Background: an optimization exercise with open tools, aiming at small area. Do not read the settings as production practice. The RTL was checked by simulation tests, not by an equivalence proof against the original design. The clock port is modelled as an ideal driver; clocking choices that lean on that would not hold on a real chip. No activity file was given, so power comes from the tool's default toggle rates.

==> branch lagoon <==
==> flow/design.v <==
module conv_buffer_5x5 (
    input clk,
    input reset,
    input [7:0] pixel_in,
    input valid_in,
    output [199:0] window,
    output reg window_valid
);
localparam N = 4 * 32 + 5;
reg [8*N-1:0] sr;       
reg [9:0] pos;          
always @(posedge clk) begin
    if (valid_in)
        sr <= {sr[8*N-9:0], pixel_in};
end
always @(posedge clk) begin
    if (reset) begin
        pos <= 10'd0;
        window_valid <= 1'b0;
    end else if (valid_in) begin
        pos <= pos + 10'd1;
        window_valid <= (pos[9:7] != 3'd0) && (pos[4:2] != 3'd0);
    end
end
genvar k, j;
generate
    for (k = 0; k < 5; k = k + 1) begin : g_row
        for (j = 0; j < 5; j = j + 1) begin : g_col
            assign window[199 - 8*(5*k + j) -: 8] = sr[8*(32*(4-k) + (4-j)) +: 8];
        end
    end
endgenerate
endmodule
==> flow/run.sh <==
#!/bin/bash
# synth_recipe.tcl (not shown) runs the flow's synth.tcl, then flattens the netlist and writes it again
# the make line also repeats each setting of config.mk as NAME=value (left out here)
make -C /OpenROAD-flow-scripts/flow DESIGN_CONFIG=/design/flow/config.mk WORK_HOME=/design/flow/orfs CLKGATE_MAP_FILE= SYNTH_SCRIPT=/design/flow/synth_recipe.tcl finish
==> flow/config.mk <==
export PLATFORM = sky130hd
export DESIGN_NAME = conv_buffer_5x5
export DESIGN_NICKNAME = conv_buffer_5x5
export VERILOG_FILES = /design/flow/design.v
export SDC_FILE = /design/flow/constraint.sdc
export NUM_CORES = 4
export LEC_CHECK = 0
export CAP_MARGIN = 20
export CORE_MARGIN = 2
export CORE_UTILIZATION = 40
export SLEW_MARGIN = 20
==> flow/constraint.sdc <==
create_clock -name core_clock -period 6.0 [get_ports {clk}]
set_input_delay 1.2000 -clock core_clock [delete_from_list [all_inputs] [get_ports {clk}]]
set_output_delay 1.2000 -clock core_clock [all_outputs]
set_load 0.01 [all_outputs]
==> branch maple: changes against branch lagoon <==
==> flow/design.v, changed modules only <==
module cb5_nsel (
    input en,
    input en_n,
    input a,
    input q,
    output y
);
    assign y = ~((q | en) & (a | en_n));
endmodule
module cb5_nsel8 (
    input en,
    input en_n,
    input [7:0] a,
    input [7:0] q,
    output [7:0] y
);
    genvar b;
    generate
        for (b = 0; b < 8; b = b + 1) begin : g_bit
            cb5_nsel u (.en(en), .en_n(en_n), .a(a[b]), .q(q[b]), .y(y[b]));
        end
    endgenerate
endmodule
module cb5_sel (
    input en,
    input en_n,
    input a,
    input q,
    output y
);
    assign y = (a & en) | (q & en_n);
endmodule
module cb5_sel8 (
    input en,
    input en_n,
    input [7:0] a,
    input [7:0] q,
    output [7:0] y
);
    genvar b;
    generate
        for (b = 0; b < 8; b = b + 1) begin : g_bit
            cb5_sel u (.en(en), .en_n(en_n), .a(a[b]), .q(q[b]), .y(y[b]));
        end
    endgenerate
endmodule
module conv_buffer_5x5 (
    input clk,
    input reset,
    input [7:0] pixel_in,
    input valid_in,
    output [199:0] window,
    output reg window_valid
);
localparam N = 4 * 32 + 5;
reg [8*N-1:0] s;        
wire [8*N-1:0] s_nx;
reg flip;
reg [9:0] pos;          
wire en = valid_in;
wire en_n = ~valid_in;
always @(posedge clk) begin
    if (reset)
        flip <= 1'b0;
    else
        flip <= flip ^ en_n;
end
always @(posedge clk)
    s <= s_nx;
genvar g;
generate
    for (g = 0; g < N; g = g + 1) begin : g_st
        if (g == 0) begin : g_in
            cb5_sel8 u (.en(en), .en_n(en_n), .a(pixel_in), .q(s[7:0]), .y(s_nx[7:0]));
        end else if ((g % 32) < 5 && (g % 32) != 0) begin : g_tap
            cb5_sel8 u (.en(en), .en_n(en_n), .a(s[8*g-8 +: 8]), .q(s[8*g +: 8]),
                       .y(s_nx[8*g +: 8]));
        end else if ((g % 32) == 0) begin : g_exit
            cb5_sel8 u (.en(en), .en_n(en_n), .a(s[8*g-8 +: 8] ^ {8{~flip}}),
                       .q(s[8*g +: 8]), .y(s_nx[8*g +: 8]));
        end else if ((g % 32) == 5) begin : g_enter
            cb5_nsel8 u (.en(en), .en_n(en_n), .a(s[8*g-8 +: 8] ^ {8{flip}}),
                        .q(s[8*g +: 8]), .y(s_nx[8*g +: 8]));
        end else begin : g_seg
            cb5_nsel8 u (.en(en), .en_n(en_n), .a(s[8*g-8 +: 8]), .q(s[8*g +: 8]),
                        .y(s_nx[8*g +: 8]));
        end
    end
endgenerate
always @(posedge clk) begin
    if (reset) begin
        pos <= 10'd0;
        window_valid <= 1'b0;
    end else if (valid_in) begin
        pos <= pos + 10'd1;
        window_valid <= (pos[9:7] != 3'd0) && (pos[4:2] != 3'd0);
    end
end
genvar k, j;
generate
    for (k = 0; k < 5; k = k + 1) begin : g_row
        for (j = 0; j < 5; j = j + 1) begin : g_col
            assign window[199 - 8*(5*k + j) -: 8] = s[8*(32*(4-k) + (4-j)) +: 8];
        end
    end
endgenerate
endmodule
==> flow/flow/run.sh (new file) <==
#!/bin/bash
# Standard layout, with buf_1 port buffers and a clock tree of small buffers
# without dummy loads. make's full output goes to flow.log.
set -euo pipefail
export BUFFER_PORTS_ARGS="-buffer_cell sky130_fd_sc_hd__buf_1"
export CTS_ARGS="-sink_clustering_enable -repair_clock_nets -dont_use_dummy_load -buf_list {sky130_fd_sc_hd__clkbuf_4} -sink_clustering_size 12 -sink_clustering_max_diameter 40"
bash standard.sh > flow.log 2>&1
==> flow/standard.sh (new file) <==
#!/bin/bash
# synth_recipe.tcl (not shown) runs the flow's synth.tcl, then flattens the netlist and writes it again
# the make line also repeats each setting of config.mk as NAME=value (left out here)
make -C /OpenROAD-flow-scripts/flow DESIGN_CONFIG=/design/flow/config.mk WORK_HOME=/design/flow/orfs CLKGATE_MAP_FILE= SYNTH_SCRIPT=/design/flow/synth_recipe.tcl "${@:-finish}"
Settings changed: CAP_MARGIN 20 to 0, SLEW_MARGIN 20 to 0, SYNTH_HIERARCHICAL set to 1, SYNTH_MINIMUM_KEEP_SIZE set to 0.
removed: flow/run.sh
==> comparison <==
- Of branch maple and branch lagoon, branch lagoon has the higher clock power (gap 53%, measured against branch lagoon).
- Wire length: branch maple is higher than branch lagoon (23%).
- Against branch lagoon, the worst setup slack of branch maple is worse by 0.0017 ns.
- Flip-flop and latch count: branch maple is higher than branch lagoon (1).
- Against branch lagoon, the sequential power of branch maple is higher by about 2%.
- Of branch lagoon and branch maple, branch lagoon has the higher utilization (gap 4.7 points).

==> inputs of 09-04 <==
RTL: one of the versions met above, not the one the previous note started from.
==> module cb5_nsel, before the edit <==
module cb5_nsel (
    input en,
    input en_n,
    input a,
    input q,
    output y
);
    assign y = ~((q | en) & (a | en_n));
endmodule
==> module cb5_nsel8, before the edit <==
module cb5_nsel8 (
    input en,
    input en_n,
    input [7:0] a,
    input [7:0] q,
    output [7:0] y
);
    genvar b;
    generate
        for (b = 0; b < 8; b = b + 1) begin : g_bit
            cb5_nsel u (.en(en), .en_n(en_n), .a(a[b]), .q(q[b]), .y(y[b]));
        end
    endgenerate
endmodule
==> module cb5_sel, before the edit <==
module cb5_sel (
    input en,
    input en_n,
    input a,
    input q,
    output y
);
    assign y = (a & en) | (q & en_n);
endmodule
==> module cb5_sel8, before the edit <==
module cb5_sel8 (
    input en,
    input en_n,
    input [7:0] a,
    input [7:0] q,
    output [7:0] y
);
    genvar b;
    generate
        for (b = 0; b < 8; b = b + 1) begin : g_bit
            cb5_sel u (.en(en), .en_n(en_n), .a(a[b]), .q(q[b]), .y(y[b]));
        end
    endgenerate
endmodule
==> module conv_buffer_5x5, before the edit <==
module conv_buffer_5x5 (
    input clk,
    input reset,
    input [7:0] pixel_in,
    input valid_in,
    output [199:0] window,
    output reg window_valid
);
localparam N = 4 * 32 + 5;
reg [8*N-1:0] s;        
wire [8*N-1:0] s_nx;
reg flip;
reg [9:0] pos;          
wire en = valid_in;
wire en_n = ~valid_in;
always @(posedge clk) begin
    if (reset)
        flip <= 1'b0;
    else
        flip <= flip ^ en_n;
end
always @(posedge clk)
    s <= s_nx;
genvar g;
generate
    for (g = 0; g < N; g = g + 1) begin : g_st
        if (g == 0) begin : g_in
            cb5_sel8 u (.en(en), .en_n(en_n), .a(pixel_in), .q(s[7:0]), .y(s_nx[7:0]));
        end else if ((g % 32) < 5 && (g % 32) != 0) begin : g_tap
            cb5_sel8 u (.en(en), .en_n(en_n), .a(s[8*g-8 +: 8]), .q(s[8*g +: 8]),
                       .y(s_nx[8*g +: 8]));
        end else if ((g % 32) == 0) begin : g_exit
            cb5_sel8 u (.en(en), .en_n(en_n), .a(s[8*g-8 +: 8] ^ {8{~flip}}),
                       .q(s[8*g +: 8]), .y(s_nx[8*g +: 8]));
        end else if ((g % 32) == 5) begin : g_enter
            cb5_nsel8 u (.en(en), .en_n(en_n), .a(s[8*g-8 +: 8] ^ {8{flip}}),
                        .q(s[8*g +: 8]), .y(s_nx[8*g +: 8]));
        end else begin : g_seg
            cb5_nsel8 u (.en(en), .en_n(en_n), .a(s[8*g-8 +: 8]), .q(s[8*g +: 8]),
                        .y(s_nx[8*g +: 8]));
        end
    end
endgenerate
always @(posedge clk) begin
    if (reset) begin
        pos <= 10'd0;
        window_valid <= 1'b0;
    end else if (valid_in) begin
        pos <= pos + 10'd1;
        window_valid <= (pos[9:7] != 3'd0) && (pos[4:2] != 3'd0);
    end
end
genvar k, j;
generate
    for (k = 0; k < 5; k = k + 1) begin : g_row
        for (j = 0; j < 5; j = j + 1) begin : g_col
            assign window[199 - 8*(5*k + j) -: 8] = s[8*(32*(4-k) + (4-j)) +: 8];
        end
    end
endgenerate
endmodule
export LEC_CHECK = 0
export CAP_MARGIN = 20
export CORE_MARGIN = 2
export CORE_UTILIZATION = 40
export SLEW_MARGIN = 20
export SYNTH_HIERARCHICAL = 1
export SYNTH_MINIMUM_KEEP_SIZE = 0
create_clock -name core_clock -period 6.0 [get_ports {clk}]
standard.sh (not shown) runs the stock make flow with config.mk's settings and CLKGATE_MAP_FILE= SYNTH_SCRIPT=/design/flow/synth_recipe.tcl, a recipe that flattens the netlist after the stock synthesis.
==> flow/flow/run.sh <==
#!/bin/bash
# Standard layout, with buf_1 port buffers and a clock tree of small buffers
# without dummy loads. make's full output goes to flow.log.
set -euo pipefail
export BUFFER_PORTS_ARGS="-buffer_cell sky130_fd_sc_hd__buf_1"
export CTS_ARGS="-sink_clustering_enable -repair_clock_nets -dont_use_dummy_load -buf_list {sky130_fd_sc_hd__clkbuf_4} -sink_clustering_size 12 -sink_clustering_max_diameter 50"
export POST_CTS_TCL="$PWD/flow/post_cts.tcl"
bash standard.sh > flow.log 2>&1
==> flow/flow/post_cts.tcl <==
estimate_parasitics -placement
set n_up 0
foreach inst [get_cells clkbuf_leaf_*] {
  set worst 0
  set onet [get_nets -of_objects [get_pins [get_full_name $inst]/X]]
  foreach p [get_pins -of_objects $onet -filter "direction==input"] {
    set s [get_property $p slew_max]
    if {$s > $worst} { set worst $s }
  }
  if {$worst > 0.115} {
    replace_cell $inst sky130_fd_sc_hd__clkbuf_8
    incr n_up
  }
}
puts "post_cts.tcl: upsized $n_up leaf clock buffers"
detailed_placement
check_placement -verbose
estimate_parasitics -placement
==> 12-08 (differences from 09-04) <==
==> flow/run.sh (new file) <==
#!/bin/bash
# synth_recipe.tcl (not shown) runs the flow's synth.tcl, then flattens the netlist and writes it again
# the make line also repeats each setting of config.mk as NAME=value (left out here)
make -C /OpenROAD-flow-scripts/flow DESIGN_CONFIG=/design/flow/config.mk WORK_HOME=/design/flow/orfs CLKGATE_MAP_FILE= SYNTH_SCRIPT=/design/flow/synth_recipe.tcl finish
- CTS_BUF_LIST: unset -> sky130_fd_sc_hd__clkbuf_4
removed: flow/flow/run.sh
removed: flow/flow/post_cts.tcl
removed: flow/standard.sh
==> 03-05 (differences from 09-04) <==
==> flow/flow/run.sh (replaced) <==
#!/bin/bash
# Standard layout, with buf_1 port buffers and a clock tree of small buffers
# without dummy loads. make's full output goes to flow.log.
set -euo pipefail
export BUFFER_PORTS_ARGS="-buffer_cell sky130_fd_sc_hd__buf_1"
export CTS_ARGS="-sink_clustering_enable -repair_clock_nets -dont_use_dummy_load -buf_list {sky130_fd_sc_hd__clkbuf_8} -sink_clustering_size 24 -sink_clustering_max_diameter 30"
bash standard.sh > flow.log 2>&1
- CORE_UTILIZATION: 40 -> 65
- PLACE_DENSITY: unset -> 0.75
removed: flow/flow/post_cts.tcl
==> 01-11 (differences from 09-04) <==
==> flow/design.v (replaced) <==
module conv_buffer_5x5 (
    input clk,
    input reset,
    input [7:0] pixel_in,
    input valid_in,
    output reg [199:0] window, 
    output reg window_valid
);
reg [7:0] LB0 [31:0]; 
reg [7:0] LB1 [31:0]; 
reg [7:0] LB2 [31:0]; 
reg [7:0] LB3 [31:0]; 
reg [7:0] curr_row [31:0]; 
reg [5:0] col_count;
reg [5:0] row_count;
reg [7:0] sr0_0, sr0_1, sr0_2, sr0_3, sr0_4; 
reg [7:0] sr1_0, sr1_1, sr1_2, sr1_3, sr1_4; 
reg [7:0] sr2_0, sr2_1, sr2_2, sr2_3, sr2_4; 
reg [7:0] sr3_0, sr3_1, sr3_2, sr3_3, sr3_4; 
reg [7:0] sr4_0, sr4_1, sr4_2, sr4_3, sr4_4; 
integer i;
always @(posedge clk) begin
    if (reset) begin
        col_count <= 0;
        row_count <= 0;
        window_valid <= 0;
        for(i=0; i<32; i=i+1) begin
            LB0[i] <= 0;
            LB1[i] <= 0;
            LB2[i] <= 0; 
            LB3[i] <= 0;
            curr_row[i] <= 0;
        end
        {sr0_0,sr0_1,sr0_2,sr0_3,sr0_4} <= 0;
        {sr1_0,sr1_1,sr1_2,sr1_3,sr1_4} <= 0;
        {sr2_0,sr2_1,sr2_2,sr2_3,sr2_4} <= 0;
        {sr3_0,sr3_1,sr3_2,sr3_3,sr3_4} <= 0;
        {sr4_0,sr4_1,sr4_2,sr4_3,sr4_4} <= 0;
    end
    else if (valid_in) begin
        curr_row[col_count] <= pixel_in;
        if(row_count >= 4) begin
            sr0_0 <= sr0_1;
             sr0_1 <= sr0_2;
            sr0_2 <= sr0_3;
             sr0_3 <= sr0_4;
            sr0_4 <= LB0[col_count];
        end
        if(row_count >= 3) begin
            sr1_0 <= sr1_1; 
            sr1_1 <= sr1_2;
            sr1_2 <= sr1_3; 
            sr1_3 <= sr1_4;
            sr1_4 <= LB1[col_count];
        end
        if(row_count >= 2) begin
            sr2_0 <= sr2_1;
             sr2_1 <= sr2_2;
            sr2_2 <= sr2_3; 
            sr2_3 <= sr2_4;
            sr2_4 <= LB2[col_count];
        end
        if(row_count >= 1) begin
            sr3_0 <= sr3_1; 
            sr3_1 <= sr3_2;
            sr3_2 <= sr3_3; 
            sr3_3 <= sr3_4;
            sr3_4 <= LB3[col_count];
        end
        if(col_count == 0) begin
            {sr4_0, sr4_1, sr4_2, sr4_3, sr4_4} <= {32'b0, pixel_in};
        end else begin
            sr4_0 <= sr4_1;
            sr4_1 <= sr4_2;
            sr4_2 <= sr4_3;
            sr4_3 <= sr4_4;
            sr4_4 <= pixel_in;
        end
        if(col_count == 31) begin
            col_count <= 0;
            row_count <= (row_count == 31) ? 0 : row_count + 1;
            for(i=0; i<32; i=i+1) begin
                LB0[i] <= LB1[i];
                LB1[i] <= LB2[i];
                LB2[i] <= LB3[i];
                LB3[i] <= curr_row[i];
            end
            LB3[31] <= pixel_in;
        end
        else begin
            col_count <= col_count + 1;
        end
        window_valid <= (row_count >= 4) && (col_count >= 4);
    end
end
always @(*) begin
    window = {sr0_0,sr0_1,sr0_2,sr0_3,sr0_4,
             sr1_0,sr1_1,sr1_2,sr1_3,sr1_4,
             sr2_0,sr2_1,sr2_2,sr2_3,sr2_4,
             sr3_0,sr3_1,sr3_2,sr3_3,sr3_4,
             sr4_0,sr4_1,sr4_2,sr4_3,sr4_4};
end
endmodule
==> flow/run.sh (new file) <==
#!/bin/bash
# synth_recipe.tcl (not shown) runs the flow's synth.tcl, then flattens the netlist and writes it again
# the make line also repeats each setting of config.mk as NAME=value (left out here)
make -C /OpenROAD-flow-scripts/flow DESIGN_CONFIG=/design/flow/config.mk WORK_HOME=/design/flow/orfs CLKGATE_MAP_FILE= SYNTH_SCRIPT=/design/flow/synth_recipe.tcl finish
- SYNTH_HIERARCHICAL: 1 -> unset
- SYNTH_MINIMUM_KEEP_SIZE: 0 -> unset
removed: flow/flow/run.sh
removed: flow/flow/post_cts.tcl
removed: flow/standard.sh
==> impl_metrics.ini <==
[pwr]
sequentialPowerShare_pct = 54.3

[worst_setup_path]
crit_end = window[113]

[timing]
hold_ws_ps = 380

[run_status]
status = no timing/DRC/antenna violations

[global_routing]
met1_usage_pct = 16.2
use_met3_pct = 4.99

[cells_and_area]
syn_to_final_growth_pct = 17.5
design_area_um2 = 36500

[synthesis]
yosys.area_share.simple_pct = 0.443
The numbers above come from 12-08.

==> impl_metrics.ini <==
[timing]
hold_ws_ps = 360
skew_ps = 86.4

[pwr]
sequentialPowerShare_pct = 65.8
clkPwrFrac_pct = 23.5

[cells_and_area]
design_area_um2 = 33100
syn_to_final_growth_pct = 6.32

[global_routing]
met1_usage_pct = 16.1
use_met3_pct = 2.73

[run_status]
status = no timing/DRC/antenna violations

[worst_setup_path]
worstPathCellList = clkbuf_4 -> clkinvlp_4 -> buf_12 -> a22o_1
The numbers above come from 09-04.

==> impl_metrics.ini <==
[pwr]
sequentialPowerShare_pct = 60.8

[run_status]
status = no timing/DRC/antenna violations

[timing]
hold_ws_ps = 401

[synthesis]
synth_edf_count = 0
yosys.area_share.simple_pct = 0.443

[worst_setup_path]
startpoint = valid_in

[cells_and_area]
design_area_um2 = 33300
syn_to_final_growth_pct = 7.26

[global_routing]
use_met3_pct = 5.53

[drt]
drc = 0
The numbers above come from 03-05.

==> impl_metrics.ini <==
[cells_and_area]
design_area_um2 = 68800
syn_to_final_growth_pct = 15.3

[synthesis]
synthXorXnorAreaFrac_pct = 0.0880
yosys.area_share.simple_pct = 20.5

[drt]
m1WireLength_um = 107000

[worst_setup_path]
crit_end = sr0_4[2]

[pwr]
sequentialPowerShare_pct = 47.9

[timing]
hold_ws_ps = 447

[global_routing]
met1_usage_pct = 46.2
grt.busiest_layer = met2
use_met3_pct = 10.8

[floorplanning]
fp.coreArea_um2 = 148000

[run_status]
status = no timing/DRC/antenna violations
The numbers above come from 01-11.

[what the ideal ports hide]
How much do the figures lean on ideal ports? The routed layouts below were timed once more, with nothing changed but the port constraints.
Step 1 (the two cells are an assumption about what drives the block):
set clk [get_ports {clk}]
set_driving_cell -lib_cell sky130_fd_sc_hd__clkbuf_16 $clk
set_driving_cell -lib_cell sky130_fd_sc_hd__buf_2 [delete_from_list [all_inputs] $clk]
Step 2 moves the port delays by t, midway between the first and last clock arrival at a register: inputs arrive t later, outputs are due t later. That takes back most of the time a late clock gives input paths.
a / b / c = ideal ports / drivers / drivers and shift; a / b = the first two.
run	t (ns)	setup slack, ns	worst setup path at the end	slew at the worst register clock pin (ns)
branch lagoon	0.716	3.055 / 2.997 / 2.853	input to register	0.07 / 0.07
branch maple	0.946	3.053 / 3.002 / 2.126	input to register	0.12 / 0.12
09-04	0.911	2.964 / 2.979 / 2.068	input to register	0.12 / 0.12
12-08	1.048	2.673 / 2.617 / 2.082	input to register	0.07 / 0.07
03-05	0.802	3.038 / 3.071 / 2.269	input to register	0.08 / 0.08
01-11	0.889	1.391 / 1.391 / 1.344	input to register	0.07 / 0.07
After both steps setup and hold are still met in every run listed. For branch maple, which loses most, drivers alone change the setup slack by -0.051 ns; drivers and shift together by -0.927 ns.
